From an optimization exercise on the open Yosys and OpenROAD flow, aimed at small area; shortcuts taken in it are not production practice. Function was checked by simulation only, so behaviour that the tests miss may differ from the original.

--- flow/run.sh ---
#!/bin/bash
# synth_recipe.tcl (not shown) runs the flow's synth.tcl, then flattens the netlist and writes it again
# the make line also repeats each setting of config.mk as NAME=value (left out here)
make -C /OpenROAD-flow-scripts/flow DESIGN_CONFIG=/design/flow/config.mk WORK_HOME=/design/flow/orfs CLKGATE_MAP_FILE= SYNTH_SCRIPT=/design/flow/synth_recipe.tcl finish
--- flow/config.mk ---
export PLATFORM = sky130hd
export DESIGN_NAME = top
export DESIGN_NICKNAME = top
export VERILOG_FILES = /design/flow/design.v
export SDC_FILE = /design/flow/constraint.sdc
export NUM_CORES = 4
export LEC_CHECK = 0
export CAP_MARGIN = 20
export CORE_MARGIN = 2
export CORE_UTILIZATION = 40
export SLEW_MARGIN = 20
--- flow/constraint.sdc ---
create_clock -name core_clock -period 11.0 [get_ports {clk}]
set_input_delay 2.2000 -clock core_clock [delete_from_list [all_inputs] [get_ports {clk}]]
set_output_delay 2.2000 -clock core_clock [all_outputs]
set_load 0.01 [all_outputs]
--- flow/design.v ---
module delay #(
    parameter int N = 16,
    parameter [N-1:0] TAPS = '0,
    parameter [N-1:0] R    = '0,
    parameter [N-1:0] W    = '0,
    parameter [N-1:0] MASK = '1    
)(
    input  clk,
    input  rst,
    input  btn,
    output delay_en
);
    reg [N-1:0] s;
    assign delay_en = ((s & MASK) == (W & MASK));
    wire fb = (^(s & TAPS)) ^ delay_en;
    always @(posedge clk or posedge rst) begin
        if (rst)       s <= R;
        else if (!btn) s <= R;
        else           s <= {s[N-2:0], fb};
    end
endmodule
module rca #(parameter int N = 8) (
    input  [N-1:0] a,
    input  [N-1:0] b,
    input          ci,
    output [N-1:0] s,
    output         co
);
    wire [N:0] c;
    assign c[0] = ci;
    genvar i;
    for (i = 0; i < N; i++) begin : g
        assign s[i]   = a[i] ^ b[i] ^ c[i];
        assign c[i+1] = (a[i] & b[i]) | (c[i] & (a[i] ^ b[i]));
    end
    assign co = c[N];
endmodule
module inc #(parameter int N = 8) (
    input  [N-1:0] a,
    input          ci,
    output [N-1:0] s
);
    wire [N:0] c;
    assign c[0] = ci;
    genvar i;
    for (i = 0; i < N; i++) begin : g
        assign s[i]   = a[i] ^ c[i];
        assign c[i+1] = a[i] & c[i];
    end
endmodule
module vga_controller (
    input clk,
    input rst,
    output video_on,
    output hsync,
    output vsync,
    output reg [11:0] h_count,
    output reg [10:0] v_count
);
    wire [11:0] h = h_count;
    wire [10:0] v = v_count;
    wire h_end = h[11] & h[7] & h[4] & h[2] & h[1] & h[0];           
    wire v_end = v[10] & v[6] & v[5] & v[2];                         
    wire [11:0] h_inc;
    wire [10:0] v_inc;
    inc #(12) hi (.a(h), .ci(1'b1), .s(h_inc));
    inc #(11) vi (.a(v), .ci(1'b1), .s(v_inc));
    always @(posedge clk or posedge rst) begin
        if (rst)        h_count <= 12'd0;
        else if (h_end) h_count <= 12'd0;
        else            h_count <= h_inc;
    end
    always @(posedge clk or posedge rst) begin
        if (rst)        v_count <= 11'd0;
        else if (h_end) v_count <= v_end ? 11'd0 : v_inc;
    end
    assign hsync = (h[10] & h[9] & h[8] & h[7] & h[6] & (h[5] | (h[4] & h[3]))) |
                   (h[11] & ~(h[8] | h[7] | h[6] | h[5] | h[4] | h[3] | h[2]));
    assign vsync = v[10] & ((~v[6] & v[5] & v[4] & v[3] & v[2]) |
                            (v[6] & ~(v[5] | v[4] | v[3] | v[2] | v[1] | v[0])));
    assign video_on = ~h[11] & ~(h[10] & h[9] & h[8] & h[7]) &
                      (~v[10] | (~v[6] & ~(v[5] & v[4] & v[3])));
endmodule
module rectangle (
    input clk,
    input rst,
    input btnU,
    input btnD,
    output reg [8:0] pos
);
    wire up, down;
    wire at_bot = pos[8] & pos[7] & pos[4] & pos[3] & pos[1];    
    wire at_top = (pos == 9'd0);
    wire en_d = down & ~at_bot;
    wire en_u = ~down & up & ~at_top;
    wire [8:0] nxt;
    rca #(9) add (.a(pos), .b({{6{en_u}}, en_d, en_u, en_d | en_u}), .ci(1'b0),
                  .s(nxt), .co());
    always @(posedge clk or posedge rst) begin
        if (rst) pos <= 9'd0;
        else     pos <= nxt;
    end
    delay #(.N(16), .TAPS(16'hD008), .R(16'hC01C), .W(16'h401C), .MASK(16'hFFEF))
        delay_i_u (.clk(clk), .rst(rst), .btn(btnU), .delay_en(up));
    delay #(.N(16), .TAPS(16'hD008), .R(16'hC01C), .W(16'h401C), .MASK(16'hFFEF))
        delay_i_d (.clk(clk), .rst(rst), .btn(btnD), .delay_en(down));
endmodule
module circle (
    input clk,
    input rst,
    input  [8:0] pos_l,        
    input  [8:0] pos_r,
    output reg [10:0] nhp,
    output reg [9:0]  nvp
);
    reg dir_right, dir_down;
    wire move_tick;
    wire [10:0] hp = ~nhp;
    wire [9:0]  vp = ~nvp;
    wire [8:0] pc = hp[10] ? pos_r : pos_l;
    wire in_h = (hp <= 11'd260) || (hp >= 11'd1640);
    wire [9:0] f_hi;
    wire f_co;
    rca #(9) fadd (.a(pc), .b(nvp[9:1]), .ci(1'b0), .s(f_hi[8:0]), .co(f_co));
    assign f_hi[9] = f_co;
    wire [10:0] f = {f_hi, nvp[0]};
    wire hit = in_h && (f >= 11'd713) && (f <= 11'd1083);
    delay #(.N(13), .TAPS(13'h100D), .R(13'h11F9), .W(13'h01F9), .MASK(13'h1EF7))
        delay_i_u (.clk(clk), .rst(rst), .btn(1'b1), .delay_en(move_tick));
    wire h_max = hp[10] & hp[9] & hp[8] & hp[6] & hp[1] & hp[0];
    wire h_min = ~(hp[10] | hp[9] | hp[8] | hp[7] | hp[6] | hp[1]);
    wire v_max = vp[9] & vp[8] & vp[7] & vp[6] & vp[5] & vp[4] & vp[3] & vp[1] & vp[0];
    wire v_min = ~(vp[9] | vp[8] | vp[7] | vp[6] | vp[1]);
    wire en_h = move_tick & ~(dir_right ? h_max : h_min);
    wire en_v = move_tick & ~(dir_down ? v_max : v_min);
    wire [10:0] nhp_m;
    wire [9:0]  nvp_m;
    rca #(11) hadd (.a(nhp), .b({{10{en_h & dir_right}}, en_h}), .ci(1'b0), .s(nhp_m), .co());
    rca #(10) vadd (.a(nvp), .b({{9{en_v & dir_down}}, en_v}), .ci(1'b0), .s(nvp_m), .co());
    always @(posedge clk or posedge rst) begin
        if (rst) begin
            nhp <= ~11'd479;
            dir_right <= 1'b1;
            nvp <= ~10'd270;
            dir_down <= 1'b1;
        end else if (hit) begin
            nhp <= ~11'd479;
            dir_right <= 1'b1;
            nvp <= ~10'd270;
            dir_down <= 1'b1;
        end else begin
            nhp <= nhp_m;
            nvp <= nvp_m;
            if (move_tick) begin
                if (dir_right ? h_max : h_min) dir_right <= ~dir_right;
                if (dir_down ? v_max : v_min) dir_down <= ~dir_down;
            end
        end
    end
endmodule
module circle_hit (
    input  [11:0] h,
    input  [10:0] v,
    input  [10:0] nhp,
    input  [9:0]  nvp,
    output hit
);
    wire t0 = ~(h[0] ^ nhp[0]);
    wire t1 = h[0] | nhp[0];
    wire t2 = h[1] ^ nhp[1] ^ t1;
    wire t3 = (h[1] & nhp[1]) | (t1 & (h[1] ^ nhp[1]));
    wire t4 = h[2] ^ nhp[2] ^ t3;
    wire t5 = (h[2] & nhp[2]) | (t3 & (h[2] ^ nhp[2]));
    wire t6 = h[3] ^ nhp[3] ^ t5;
    wire t7 = (h[3] & nhp[3]) | (t5 & (h[3] ^ nhp[3]));
    wire t8 = h[4] ^ nhp[4] ^ t7;
    wire t9 = (h[4] & nhp[4]) | (t7 & (h[4] ^ nhp[4]));
    wire t10 = h[5] ^ nhp[5] ^ t9;
    wire t11 = (h[5] & nhp[5]) | (t9 & (h[5] ^ nhp[5]));
    wire t12 = h[6] ^ nhp[6] ^ t11;
    wire t13 = (h[6] & nhp[6]) | (t11 & (h[6] ^ nhp[6]));
    wire t14 = h[7] ^ nhp[7] ^ t13;
    wire t15 = (h[7] & nhp[7]) | (t13 & (h[7] ^ nhp[7]));
    wire t16 = h[8] ^ nhp[8] ^ t15;
    wire t17 = (h[8] & nhp[8]) | (t15 & (h[8] ^ nhp[8]));
    wire t18 = h[9] ^ nhp[9] ^ t17;
    wire t19 = (h[9] & nhp[9]) | (t17 & (h[9] ^ nhp[9]));
    wire t20 = h[10] ^ nhp[10] ^ t19;
    wire t21 = (h[10] & nhp[10]) | (t19 & (h[10] ^ nhp[10]));
    wire t22 = ~(h[11] ^ t21);
    wire t23 = t0 ^ t22;
    wire t24 = t23 ^ t22;
    wire t25 = t23 & t22;
    wire t26 = t2 ^ t22;
    wire t27 = t26 ^ t25;
    wire t28 = t26 & t25;
    wire t29 = t4 ^ t22;
    wire t30 = t29 ^ t28;
    wire t31 = t29 & t28;
    wire t32 = t6 ^ t22;
    wire t33 = t32 ^ t31;
    wire t34 = t32 & t31;
    wire t35 = t8 ^ t22;
    wire t36 = t35 ^ t34;
    wire t37 = t35 & t34;
    wire t38 = t10 ^ t22;
    wire t39 = t38 ^ t37;
    wire t40 = t38 & t37;
    wire t41 = t12 ^ t22;
    wire t42 = t41 ^ t40;
    wire t43 = t41 & t40;
    wire t44 = t14 ^ t22;
    wire t45 = t44 ^ t43;
    wire t46 = t44 & t43;
    wire t47 = t16 ^ t22;
    wire t48 = t47 ^ t46;
    wire t49 = t47 & t46;
    wire t50 = t18 ^ t22;
    wire t51 = t50 ^ t49;
    wire t52 = t50 & t49;
    wire t53 = t20 ^ t22;
    wire t54 = t53 ^ t52;
    wire t55 = ~(v[0] ^ nvp[0]);
    wire t56 = v[0] | nvp[0];
    wire t57 = v[1] ^ nvp[1] ^ t56;
    wire t58 = (v[1] & nvp[1]) | (t56 & (v[1] ^ nvp[1]));
    wire t59 = v[2] ^ nvp[2] ^ t58;
    wire t60 = (v[2] & nvp[2]) | (t58 & (v[2] ^ nvp[2]));
    wire t61 = v[3] ^ nvp[3] ^ t60;
    wire t62 = (v[3] & nvp[3]) | (t60 & (v[3] ^ nvp[3]));
    wire t63 = v[4] ^ nvp[4] ^ t62;
    wire t64 = (v[4] & nvp[4]) | (t62 & (v[4] ^ nvp[4]));
    wire t65 = v[5] ^ nvp[5] ^ t64;
    wire t66 = (v[5] & nvp[5]) | (t64 & (v[5] ^ nvp[5]));
    wire t67 = v[6] ^ nvp[6] ^ t66;
    wire t68 = (v[6] & nvp[6]) | (t66 & (v[6] ^ nvp[6]));
    wire t69 = v[7] ^ nvp[7] ^ t68;
    wire t70 = (v[7] & nvp[7]) | (t68 & (v[7] ^ nvp[7]));
    wire t71 = v[8] ^ nvp[8] ^ t70;
    wire t72 = (v[8] & nvp[8]) | (t70 & (v[8] ^ nvp[8]));
    wire t73 = v[9] ^ nvp[9] ^ t72;
    wire t74 = (v[9] & nvp[9]) | (t72 & (v[9] ^ nvp[9]));
    wire t75 = ~(v[10] ^ t74);
    wire t76 = t55 ^ t75;
    wire t77 = t76 ^ t75;
    wire t78 = t76 & t75;
    wire t79 = t57 ^ t75;
    wire t80 = t79 ^ t78;
    wire t81 = t79 & t78;
    wire t82 = t59 ^ t75;
    wire t83 = t82 ^ t81;
    wire t84 = t82 & t81;
    wire t85 = t61 ^ t75;
    wire t86 = t85 ^ t84;
    wire t87 = t85 & t84;
    wire t88 = t63 ^ t75;
    wire t89 = t88 ^ t87;
    wire t90 = t88 & t87;
    wire t91 = t65 ^ t75;
    wire t92 = t91 ^ t90;
    wire t93 = t91 & t90;
    wire t94 = t67 ^ t75;
    wire t95 = t94 ^ t93;
    wire t96 = t94 & t93;
    wire t97 = t69 ^ t75;
    wire t98 = t97 ^ t96;
    wire t99 = t97 & t96;
    wire t100 = t71 ^ t75;
    wire t101 = t100 ^ t99;
    wire t102 = t100 & t99;
    wire t103 = t73 ^ t75;
    wire t104 = t103 ^ t102;
    wire t105 = t27 & ~t24;
    wire t106 = t27 & t24;
    wire t107 = t30 & ~t27;
    wire t108 = t30 & t27;
    wire t109 = t33 & ~t30;
    wire t110 = t33 & t30;
    wire t111 = t36 & ~t33;
    wire t112 = t36 & t33;
    wire t113 = t39 & ~t36;
    wire t114 = t39 & t36;
    wire t115 = t42 & ~t39;
    wire t116 = t42 & t39;
    wire t117 = t45 & ~t42;
    wire t118 = t45 & t42;
    wire t119 = t48 & ~t45;
    wire t120 = t48 & t45;
    wire t121 = t51 & ~t48;
    wire t122 = t51 & t48;
    wire t123 = t54 & ~t51;
    wire t124 = t24 & t30;
    wire t125 = t24 & t33;
    wire t126 = t24 & t36;
    wire t127 = t24 & t39;
    wire t128 = t24 & t42;
    wire t129 = t24 & t45;
    wire t130 = t24 & t48;
    wire t131 = t24 & t51;
    wire t132 = t24 & t54;
    wire t133 = t27 & t33;
    wire t134 = t27 & t36;
    wire t135 = t27 & t39;
    wire t136 = t27 & t42;
    wire t137 = t27 & t45;
    wire t138 = t27 & t48;
    wire t139 = t27 & t51;
    wire t140 = t27 & t54;
    wire t141 = t30 & t36;
    wire t142 = t30 & t39;
    wire t143 = t30 & t42;
    wire t144 = t30 & t45;
    wire t145 = t30 & t48;
    wire t146 = t30 & t51;
    wire t147 = t30 & t54;
    wire t148 = t33 & t39;
    wire t149 = t33 & t42;
    wire t150 = t33 & t45;
    wire t151 = t33 & t48;
    wire t152 = t33 & t51;
    wire t153 = t33 & t54;
    wire t154 = t36 & t42;
    wire t155 = t36 & t45;
    wire t156 = t36 & t48;
    wire t157 = t36 & t51;
    wire t158 = t36 & t54;
    wire t159 = t39 & t45;
    wire t160 = t39 & t48;
    wire t161 = t39 & t51;
    wire t162 = t39 & t54;
    wire t163 = t42 & t48;
    wire t164 = t42 & t51;
    wire t165 = t42 & t54;
    wire t166 = t45 & t51;
    wire t167 = t45 & t54;
    wire t168 = t48 & t54;
    wire t169 = t80 & ~t77;
    wire t170 = t80 & t77;
    wire t171 = t83 & ~t80;
    wire t172 = t83 & t80;
    wire t173 = t86 & ~t83;
    wire t174 = t86 & t83;
    wire t175 = t89 & ~t86;
    wire t176 = t89 & t86;
    wire t177 = t92 & ~t89;
    wire t178 = t92 & t89;
    wire t179 = t95 & ~t92;
    wire t180 = t95 & t92;
    wire t181 = t98 & ~t95;
    wire t182 = t98 & t95;
    wire t183 = t101 & ~t98;
    wire t184 = t101 & t98;
    wire t185 = t104 & ~t101;
    wire t186 = t104 & t101;
    wire t187 = t77 & t83;
    wire t188 = t77 & t86;
    wire t189 = t77 & t89;
    wire t190 = t77 & t92;
    wire t191 = t77 & t95;
    wire t192 = t77 & t98;
    wire t193 = t77 & t101;
    wire t194 = t77 & t104;
    wire t195 = t80 & t86;
    wire t196 = t80 & t89;
    wire t197 = t80 & t92;
    wire t198 = t80 & t95;
    wire t199 = t80 & t98;
    wire t200 = t80 & t101;
    wire t201 = t80 & t104;
    wire t202 = t83 & t89;
    wire t203 = t83 & t92;
    wire t204 = t83 & t95;
    wire t205 = t83 & t98;
    wire t206 = t83 & t101;
    wire t207 = t83 & t104;
    wire t208 = t86 & t92;
    wire t209 = t86 & t95;
    wire t210 = t86 & t98;
    wire t211 = t86 & t101;
    wire t212 = t86 & t104;
    wire t213 = t89 & t95;
    wire t214 = t89 & t98;
    wire t215 = t89 & t101;
    wire t216 = t89 & t104;
    wire t217 = t92 & t98;
    wire t218 = t92 & t101;
    wire t219 = t92 & t104;
    wire t220 = t95 & t101;
    wire t221 = t95 & t104;
    wire t222 = t98 & t104;
    wire t223 = t112 ^ t130;
    wire t224 = t112 & t130;
    wire t225 = t113 ^ t131 ^ t138;
    wire t226 = (t113 & t131) | (t138 & (t113 ^ t131));
    wire t227 = t114 ^ t132 ^ t139;
    wire t228 = (t114 & t132) | (t139 & (t114 ^ t132));
    wire t229 = t145 ^ t150;
    wire t230 = t145 & t150;
    wire t231 = t115 ^ t140 ^ t146;
    wire t232 = (t115 & t140) | (t146 & (t115 ^ t140));
    wire t233 = t116 ^ t147;
    wire t234 = t116 & t147;
    wire t235 = t110 ^ t128 ^ t135;
    wire t236 = (t110 & t128) | (t135 & (t110 ^ t128));
    wire t237 = t111 ^ t129 ^ t136;
    wire t238 = (t111 & t129) | (t136 & (t111 ^ t129));
    wire t239 = t142 ^ t175;
    wire t240 = t142 & t175;
    wire t241 = t223 ^ t137 ^ t143;
    wire t242 = (t223 & t137) | (t143 & (t223 ^ t137));
    wire t243 = t148 ^ t176 ^ t193;
    wire t244 = (t148 & t176) | (t193 & (t148 ^ t176));
    wire t245 = t199 ^ t204;
    wire t246 = t199 & t204;
    wire t247 = t225 ^ t144 ^ t149;
    wire t248 = (t225 & t144) | (t149 & (t225 ^ t144));
    wire t249 = t177 ^ t194 ^ t200;
    wire t250 = (t177 & t194) | (t200 & (t177 ^ t194));
    wire t251 = t205 ^ t209 ^ t224;
    wire t252 = (t205 & t209) | (t224 & (t205 ^ t209));
    wire t253 = t227 ^ t229 ^ t154;
    wire t254 = (t227 & t229) | (t154 & (t227 ^ t229));
    wire t255 = t178 ^ t201 ^ t206;
    wire t256 = (t178 & t201) | (t206 & (t178 ^ t201));
    wire t257 = t210 ^ t213 ^ t226;
    wire t258 = (t210 & t213) | (t226 & (t210 ^ t213));
    wire t259 = t231 ^ t151 ^ t155;
    wire t260 = (t231 & t151) | (t155 & (t231 ^ t151));
    wire t261 = t179 ^ t207 ^ t211;
    wire t262 = (t179 & t207) | (t211 & (t179 ^ t207));
    wire t263 = t214 ^ t228 ^ t230;
    wire t264 = (t214 & t228) | (t230 & (t214 ^ t228));
    wire t265 = t233 ^ t152 ^ t156;
    wire t266 = (t233 & t152) | (t156 & (t233 ^ t152));
    wire t267 = t159 ^ t180 ^ t212;
    wire t268 = (t159 & t180) | (t212 & (t159 ^ t180));
    wire t269 = t215 ^ t217 ^ t232;
    wire t270 = (t215 & t217) | (t232 & (t215 ^ t217));
    wire t271 = t117 ^ t153 ^ t157;
    wire t272 = (t117 & t153) | (t157 & (t117 ^ t153));
    wire t273 = t160 ^ t181 ^ t216;
    wire t274 = (t160 & t181) | (t216 & (t160 ^ t181));
    wire t275 = t218 ^ t234;
    wire t276 = t218 & t234;
    wire t277 = t118 ^ t158 ^ t161;
    wire t278 = (t118 & t158) | (t161 & (t118 ^ t158));
    wire t279 = t163 ^ t182 ^ t219;
    wire t280 = (t163 & t182) | (t219 & (t163 ^ t182));
    wire t281 = t119 ^ t162;
    wire t282 = t119 & t162;
    wire t283 = t108 ^ t126 ^ t133;
    wire t284 = (t108 & t126) | (t133 & (t108 ^ t126));
    wire t285 = t109 ^ t127 ^ t134;
    wire t286 = (t109 & t127) | (t134 & (t109 ^ t127));
    wire t287 = t173 ^ t190;
    wire t288 = t173 & t190;
    wire t289 = t235 ^ t141 ^ t174;
    wire t290 = (t235 & t141) | (t174 & (t235 ^ t141));
    wire t291 = t191 ^ t197 ^ t202;
    wire t292 = (t191 & t197) | (t202 & (t191 ^ t197));
    wire t293 = t237 ^ t239 ^ t192;
    wire t294 = (t237 & t239) | (t192 & (t237 ^ t239));
    wire t295 = t198 ^ t203 ^ t236;
    wire t296 = (t198 & t203) | (t236 & (t198 ^ t203));
    wire t297 = t241 ^ t243 ^ t245;
    wire t298 = (t241 & t243) | (t245 & (t241 ^ t243));
    wire t299 = t208 ^ t238 ^ t240;
    wire t300 = (t208 & t238) | (t240 & (t208 ^ t238));
    wire t301 = t247 ^ t249 ^ t251;
    wire t302 = (t247 & t249) | (t251 & (t247 ^ t249));
    wire t303 = t242 ^ t244 ^ t246;
    wire t304 = (t242 & t244) | (t246 & (t242 ^ t244));
    wire t305 = t253 ^ t255 ^ t257;
    wire t306 = (t253 & t255) | (t257 & (t253 ^ t255));
    wire t307 = t248 ^ t250 ^ t252;
    wire t308 = (t248 & t250) | (t252 & (t248 ^ t250));
    wire t309 = t259 ^ t261 ^ t263;
    wire t310 = (t259 & t261) | (t263 & (t259 ^ t261));
    wire t311 = t254 ^ t256 ^ t258;
    wire t312 = (t254 & t256) | (t258 & (t254 ^ t256));
    wire t313 = t265 ^ t267 ^ t269;
    wire t314 = (t265 & t267) | (t269 & (t265 ^ t267));
    wire t315 = t260 ^ t262 ^ t264;
    wire t316 = (t260 & t262) | (t264 & (t260 ^ t262));
    wire t317 = t271 ^ t273 ^ t275;
    wire t318 = (t271 & t273) | (t275 & (t271 ^ t273));
    wire t319 = t266 ^ t268 ^ t270;
    wire t320 = (t266 & t268) | (t270 & (t266 ^ t268));
    wire t321 = t277 ^ t279 ^ t220;
    wire t322 = (t277 & t279) | (t220 & (t277 ^ t279));
    wire t323 = t272 ^ t274 ^ t276;
    wire t324 = (t272 & t274) | (t276 & (t272 ^ t274));
    wire t325 = t281 ^ t164 ^ t183;
    wire t326 = (t281 & t164) | (t183 & (t281 ^ t164));
    wire t327 = t221 ^ t278 ^ t280;
    wire t328 = (t221 & t278) | (t280 & (t221 ^ t278));
    wire t329 = t120 ^ t165 ^ t166;
    wire t330 = (t120 & t165) | (t166 & (t120 ^ t165));
    wire t331 = t184 ^ t222 ^ t282;
    wire t332 = (t184 & t222) | (t282 & (t184 ^ t222));
    wire t333 = t121 ^ t167;
    wire t334 = t121 & t167;
    wire t335 = t106 ^ t124;
    wire t336 = t106 & t124;
    wire t337 = t107 ^ t125 ^ t171;
    wire t338 = (t107 & t125) | (t171 & (t107 ^ t125));
    wire t339 = t283 ^ t172 ^ t189;
    wire t340 = (t283 & t172) | (t189 & (t283 ^ t172));
    wire t341 = t285 ^ t287 ^ t196;
    wire t342 = (t285 & t287) | (t196 & (t285 ^ t287));
    wire t343 = t289 ^ t291 ^ t286;
    wire t344 = (t289 & t291) | (t286 & (t289 ^ t291));
    wire t345 = t293 ^ t295 ^ t290;
    wire t346 = (t293 & t295) | (t290 & (t293 ^ t295));
    wire t347 = t297 ^ t299 ^ t294;
    wire t348 = (t297 & t299) | (t294 & (t297 ^ t299));
    wire t349 = t301 ^ t303 ^ t298;
    wire t350 = (t301 & t303) | (t298 & (t301 ^ t303));
    wire t351 = t305 ^ t307 ^ t302;
    wire t352 = (t305 & t307) | (t302 & (t305 ^ t307));
    wire t353 = t309 ^ t311 ^ t306;
    wire t354 = (t309 & t311) | (t306 & (t309 ^ t311));
    wire t355 = t313 ^ t315 ^ t310;
    wire t356 = (t313 & t315) | (t310 & (t313 ^ t315));
    wire t357 = t317 ^ t319 ^ t314;
    wire t358 = (t317 & t319) | (t314 & (t317 ^ t319));
    wire t359 = t321 ^ t323 ^ t318;
    wire t360 = (t321 & t323) | (t318 & (t321 ^ t323));
    wire t361 = t325 ^ t327 ^ t322;
    wire t362 = (t325 & t327) | (t322 & (t325 ^ t327));
    wire t363 = t329 ^ t331 ^ t326;
    wire t364 = (t329 & t331) | (t326 & (t329 ^ t331));
    wire t365 = t333 ^ t185 ^ t330;
    wire t366 = (t333 & t185) | (t330 & (t333 ^ t185));
    wire t367 = t122 ^ t168 ^ t186;
    wire t368 = (t122 & t168) | (t186 & (t122 ^ t168));
    wire t369 = t335 ^ t170;
    wire t370 = t335 & t170;
    wire t371 = t337 ^ t188 ^ t336;
    wire t372 = (t337 & t188) | (t336 & (t337 ^ t188));
    wire t373 = t339 ^ t195 ^ t338;
    wire t374 = (t339 & t195) | (t338 & (t339 ^ t195));
    wire t375 = t341 ^ t284 ^ t340;
    wire t376 = (t341 & t284) | (t340 & (t341 ^ t284));
    wire t377 = t343 ^ t288 ^ t342;
    wire t378 = (t343 & t288) | (t342 & (t343 ^ t288));
    wire t379 = t345 ^ t292 ^ t344;
    wire t380 = (t345 & t292) | (t344 & (t345 ^ t292));
    wire t381 = t347 ^ t296 ^ t346;
    wire t382 = (t347 & t296) | (t346 & (t347 ^ t296));
    wire t383 = t349 ^ t300 ^ t348;
    wire t384 = (t349 & t300) | (t348 & (t349 ^ t300));
    wire t385 = t351 ^ t304 ^ t350;
    wire t386 = (t351 & t304) | (t350 & (t351 ^ t304));
    wire t387 = t353 ^ t308 ^ t352;
    wire t388 = (t353 & t308) | (t352 & (t353 ^ t308));
    wire t389 = t355 ^ t312 ^ t354;
    wire t390 = (t355 & t312) | (t354 & (t355 ^ t312));
    wire t391 = t357 ^ t316 ^ t356;
    wire t392 = (t357 & t316) | (t356 & (t357 ^ t316));
    wire t393 = t359 ^ t320 ^ t358;
    wire t394 = (t359 & t320) | (t358 & (t359 ^ t320));
    wire t395 = t361 ^ t324 ^ t360;
    wire t396 = (t361 & t324) | (t360 & (t361 ^ t324));
    wire t397 = t363 ^ t328 ^ t362;
    wire t398 = (t363 & t328) | (t362 & (t363 ^ t328));
    wire t399 = t365 ^ t332 ^ t364;
    wire t400 = (t365 & t332) | (t364 & (t365 ^ t332));
    wire t401 = t367 ^ t334 ^ t366;
    wire t402 = (t367 & t334) | (t366 & (t367 ^ t334));
    wire t403 = t123 ^ t368;
    wire t404 = t123 & t368;
    wire t405 = t24 ^ t77;
    wire t406 = t24 & t77;
    wire t407 = t105 ^ t169;
    wire t408 = t105 & t169;
    wire t409 = t369 ^ t187 ^ t408;
    wire t410 = (t369 & t187) | (t408 & (t369 ^ t187));
    wire t411 = t371 ^ t370 ^ t410;
    wire t412 = (t371 & t370) | (t410 & (t371 ^ t370));
    wire t413 = t373 ^ t372 ^ t412;
    wire t414 = (t373 & t372) | (t412 & (t373 ^ t372));
    wire t415 = t375 ^ t374 ^ t414;
    wire t416 = (t375 & t374) | (t414 & (t375 ^ t374));
    wire t417 = t377 ^ t376 ^ t416;
    wire t418 = (t377 & t376) | (t416 & (t377 ^ t376));
    wire t419 = t379 ^ t378 ^ t418;
    wire t420 = (t379 & t378) | (t418 & (t379 ^ t378));
    wire t421 = t381 ^ t380 ^ t420;
    wire t422 = (t381 & t380) | (t420 & (t381 ^ t380));
    wire t423 = t383 ^ t382 ^ t422;
    wire t424 = (t383 & t382) | (t422 & (t383 ^ t382));
    wire t425 = t385 ^ t384 ^ t424;
    wire t426 = (t385 & t384) | (t424 & (t385 ^ t384));
    wire t427 = t387 ^ t386 ^ t426;
    wire t428 = (t387 & t386) | (t426 & (t387 ^ t386));
    wire t429 = t389 ^ t388 ^ t428;
    wire t430 = (t389 & t388) | (t428 & (t389 ^ t388));
    wire t431 = t391 ^ t390 ^ t430;
    wire t432 = (t391 & t390) | (t430 & (t391 ^ t390));
    wire t433 = t393 ^ t392 ^ t432;
    wire t434 = (t393 & t392) | (t432 & (t393 ^ t392));
    wire t435 = t395 ^ t394 ^ t434;
    wire t436 = (t395 & t394) | (t434 & (t395 ^ t394));
    wire t437 = t397 ^ t396 ^ t436;
    wire t438 = (t397 & t396) | (t436 & (t397 ^ t396));
    wire t439 = t399 ^ t398 ^ t438;
    wire t440 = (t399 & t398) | (t438 & (t399 ^ t398));
    wire t441 = t401 ^ t400 ^ t440;
    wire t442 = (t401 & t400) | (t440 & (t401 ^ t400));
    wire t443 = t403 ^ t402 ^ t442;
    wire [20:0] s = {t443, t441, t439, t437, t435, t433, t431, t429, t427, t425, t423, t421, t419, t417, t415, t413, t411, t409, t407, t406, t405};
    assign hit = ~(|s[20:12]) &
                 ~(s[11] & s[10] & s[9] & ((|s[8:5]) | (s[4] & (|s[3:0]))));
endmodule
module top(
    input  clk     ,
    input  rst     ,
    input  btnU    ,
    input  btnD    ,
    input  btnL    ,
    input  btnR    ,
    output       Hsync   ,
    output       Vsync   ,
    output [3:0] vgaRed  ,
    output [3:0] vgaGreen,
    output [3:0] vgaBlue
);
    wire [11:0] h_count;
    wire [10:0] v_count;
    wire video_on;
    wire [8:0] pos_l, pos_r;
    wire [10:0] nhp;
    wire [9:0]  nvp;
    wire circ;
    reg  white;    
    vga_controller vga_ctrl (
        .clk(clk), .rst(rst), .video_on(video_on), .hsync(Hsync), .vsync(Vsync),
        .h_count(h_count), .v_count(v_count));
    rectangle rectangle_left_i  (.clk(clk), .rst(rst), .btnU(btnU), .btnD(btnR), .pos(pos_l));
    rectangle rectangle_right_i (.clk(clk), .rst(rst), .btnU(btnL), .btnD(btnD), .pos(pos_r));
    circle color_i (.clk(clk), .rst(rst), .pos_l(pos_l), .pos_r(pos_r), .nhp(nhp), .nvp(nvp));
    circle_hit circle_hit_i (.h(h_count), .v(v_count), .nhp(nhp), .nvp(nvp), .hit(circ));
    wire [11:0] h = h_count;
    wire in_l = (h >= 12'd100) && (h <= 12'd200);
    wire in_r = (h >= 12'd1700) && (h <= 12'd1800);
    wire [8:0] pr = h[10] ? pos_r : pos_l;
    wire [9:0] dq;
    wire nb;
    rca #(10) dsub (.a(v_count[10:1]), .b({1'b1, ~pr}), .ci(1'b1), .s(dq), .co(nb));
    wire rows = nb & ((dq < 10'd125) | ((dq == 10'd125) & ~v_count[0]));
    wire rect = (in_l | in_r) & rows;
    always @(posedge clk or posedge rst) begin
        if (rst) white <= 1'b0;
        else     white <= video_on & (rect | circ);
    end
    assign vgaRed   = {4{video_on}};
    assign vgaGreen = {4{video_on & white}};
    assign vgaBlue  = {4{video_on & white}};
endmodule
==> flow_summary.toml <==
[run_status]
outcome = "finished with violations"
violatedChecks = "negative setup slack"

[yosys]
seq_area_frac_synth = 0.321
async_flop_share = 1.00
synth_flop_cell = "dfrtp_1"
synth_top_area_frac = 0.289
syn-num-nets = 1237
ys_ff_latch = 142
post-synth-top-count-cell = "inv_1"
synth_cell_types = 55
yosys.area.top_type = "fa_1"
netlist_area_um2 = 11200
synthCells = 1011
synth_common_cells = "inv_1 (168), fa_1 (162), dfrtp_1 (103)"
synth_area_leaders = "fa_1 (29%), dfrtp_1 (23%), dfstp_2 (9.1%)"
synth-edff-count = 0
yosysWarnings = 6
synth.avg_cell_area_um2 = 11.1

[sta]
fmax_ghz = 0.0778
setup_violations = 1
hold_violations = 0
slew_viol_final = 0
rsz0062_at_grt = "yes"
tns_ns = -1.85
setup_ws_ns = -1.85
finClkSkew_ns = 0.0125
max-slew-margin-rel = 0.404
finalCriticalPeriod_ns = 12.85
tightestPinTransition_ns = 0.893
period_share = 1.17

[routing]
drtAntennaViolNets = 0
via_per_inst = 4.66
wirelength_um = 21400
wire_per_inst_um = 14.5
drc = 0
dr.first_iter.drc_count = 313
vias = 6890
dr.pass1.iters = 4

[worst_setup_path]
ff2ff_setup_slack_ns = -1.85
slowest_stage = "fa_1"
cp.arrival_ns = 13.16
critical_path_buf_inv_count = 11
r2r-end = "white"
critPathMaxFanout = 5
crit_family = "adder cells"
critPathLaunchType = "register"
crit_cells = 54
reg2reg_depth = 54
worstSetupEndpointType = "register"
path_common_cell = "fa_2"
crit_type = "register to register"
cp_slowest_stage_delay_ns = 0.53
required_ns = 11.30
reg2reg_from = "vga_ctrl.h_count[0]"

[place]
place.gp.congestion = 0.789
place.port_buffers = 19
place_area_um2 = 12500
place_ws_ns = -1.97
hpwlAfterDp_um = 17300

[global_route]
grt_pass1_vias = 7664
track_usage = 0.164
antenna_found_initial = 0
overflow = 0
grt_max_degree = 73
grt_pass1_wl_um = 37900

[hold_path]
worst_hold_path.num_cells = 0
hp-class = "register to register"
worstHoldStart = "color_i.delay_i_u.s[4]"
hold_end = "color_i.delay_i_u.s[5]"

[floorplan]
pin_count = 20
floorplan.core_area_um2 = 27700
die_area_um2 = 29400
start_util = 0.405
die_x_um = 171
rows = 61
die_y_um = 171

[cells_and_area]
fin_util = 0.475
nets = 1315
antennaDiodeCount = 0
drive_gt1_frac = 0.205
syn_to_final_growth_pct = 17.3
n_fill_cell = 2546
design_area_um2 = 13200

[cts]
cts.path.max_buffers = 2
cts_tree = "built"
numCtsBuffers = 17
worstSkewPairLatency_ns = 0.42
clockRootBuffer = "clkbuf_16"
clkTransAtPathRegs_ns = 0.07
cts_max_level = 4
cts_sinks = 142

[job]
cap_violations = 0
[final cells by class]
class | count | area (µm²) | area share
multi-input combinational | 658 | 7030 | 0.535
clock buffer | 17 | 425 | 0.0323
sequential | 142 | 3600 | 0.274
timing repair buffer | 102 | 813 | 0.0618
inverter | 168 | 636 | 0.0483
clock inverter | 15 | 171 | 0.0130
tap | 378 | 473 | 0.0360
[stage by stage]
step	hold slack (ns)	instances
5_1_grt	0.371	1480
6_report	0.359	1480
2_1_floorplan	0.347	1011
4_1_cts	0.362	1480
3_3_place_gp	0.352	1447
3_5_place_dp	0.359	1447
[worst reg2reg max path: cells and delay by family (launching register included)]
| kind | cells | cell delay, ns |
|---|---|---|
| xor+xnor | 3 | 0.56 |
| fa+ha+maj | 35 | 10.50 |
| simple gates | 4 | 0.57 |
| buf+inv | 11 | 0.58 |
| flops | 1 | 0.34 |
| compound gates | 1 | 0.16 |
[layout by cell type, fill, tap and decap left out, types with 8 or more instances in the layout]
| cell | instances |
|---|---|
| xor2_1 | 13 |
| buf_4 | 83 |
| fa_2 | 28 |
| clkdlybuf4s50_1 | 19 |
| clkbuf_16 | 17 |
| mux2i_1 | 11 |
| ha_1 | 46 |
| mux2_2 | 8 |
| nand3_1 | 10 |
| nor4_1 | 12 |
| fa_1 | 134 |
| nand2b_1 | 42 |
| inv_1 | 161 |
| nand2_1 | 79 |
| nor2b_1 | 26 |
| nand4_1 | 12 |
| o21ai_0 | 16 |
| ha_4 | 9 |
| nor2_1 | 13 |
| xnor2_1 | 33 |
| dfstp_2 | 39 |
| dfrtp_1 | 103 |
| and2_1 | 85 |
| nor3_1 | 13 |
[what timing repair did]
item / in CTS / in global routing
hold buffers: 0 / 0
pin swaps: 1 / 0
setup buffers: 1 / 0
endpoints found under the setup margin: 1 / 1
resized for setup: 2 / 0
[sequential cells by signal (all words and copies together), names as in the netlist]
| name | cells |
|---|---|
| rectangle_right_i.delay_i_d.s | 16 |
| color_i.delay_i_u.s | 13 |
| color_i.nvp | 10 |
| vga_ctrl.h_count | 12 |
| color_i.dir_right | 1 |
| rectangle_left_i.delay_i_u.s | 16 |
| white | 1 |
| color_i.dir_down | 1 |
| rectangle_right_i.pos | 9 |
| rectangle_right_i.delay_i_u.s | 16 |
| color_i.nhp | 11 |
| rectangle_left_i.pos | 9 |
| vga_ctrl.v_count | 11 |
| rectangle_left_i.delay_i_d.s | 16 |
[routing by layer]
layer | global-route usage | wire length, µm
met5 | 0 | 0
met4 | 0.0391 | 264
met3 | 0.0265 | 388
met2 | 0.275 | 10500
met1 | 0.225 | 10300
[worst max path at each step]
stage	from	to	slack [ns]
after global placement	vga_ctrl.h_count[0]	white	-1.84
after detailed placement	vga_ctrl.h_count[0]	white	-1.97
final	vga_ctrl.h_count[0]	white	-1.85
after global routing	vga_ctrl.h_count[0]	white	-2.38
after floorplan	vga_ctrl.h_count[0]	white	-1.68
after CTS	vga_ctrl.h_count[0]	white	-1.89
[kinds of logic after synthesis]
family          Yosys count  share of synthesized area
flops                   142                      0.321
buf+inv                 211                     0.0747
mux                      19                     0.0179
simple gates            326                      0.167
fa+ha+maj               220                      0.354
xor+xnor                 50                     0.0407
compound gates           43                     0.0244

-- port drivers added, routing unchanged --
How much do the figures lean on ideal ports? The routed layout below was timed once more, with nothing changed but the port constraints. Step 1 (the two cells are an assumption about what drives the block):
set clk [get_ports {clk}]
set_driving_cell -lib_cell sky130_fd_sc_hd__clkbuf_16 $clk
set_driving_cell -lib_cell sky130_fd_sc_hd__buf_2 [delete_from_list [all_inputs] $clk]
Step 2 moves the port delays by t, midway between the first and last clock arrival at a register: inputs arrive t later, outputs are due t later. That takes back most of the time a late clock gives input paths. a / b / c = ideal / step 1 / step 2; a / b = the first two.
t, ns: 0.460
slack for setup (ns): -1.854 / -1.854 / -1.854
hold slack, ns: 0.359 / 0.359 / 0.359
pins driven straight from the clock port: 1
The setup slack of this run moves by 0.000 ns with the drivers and by 0.000 ns with both steps.
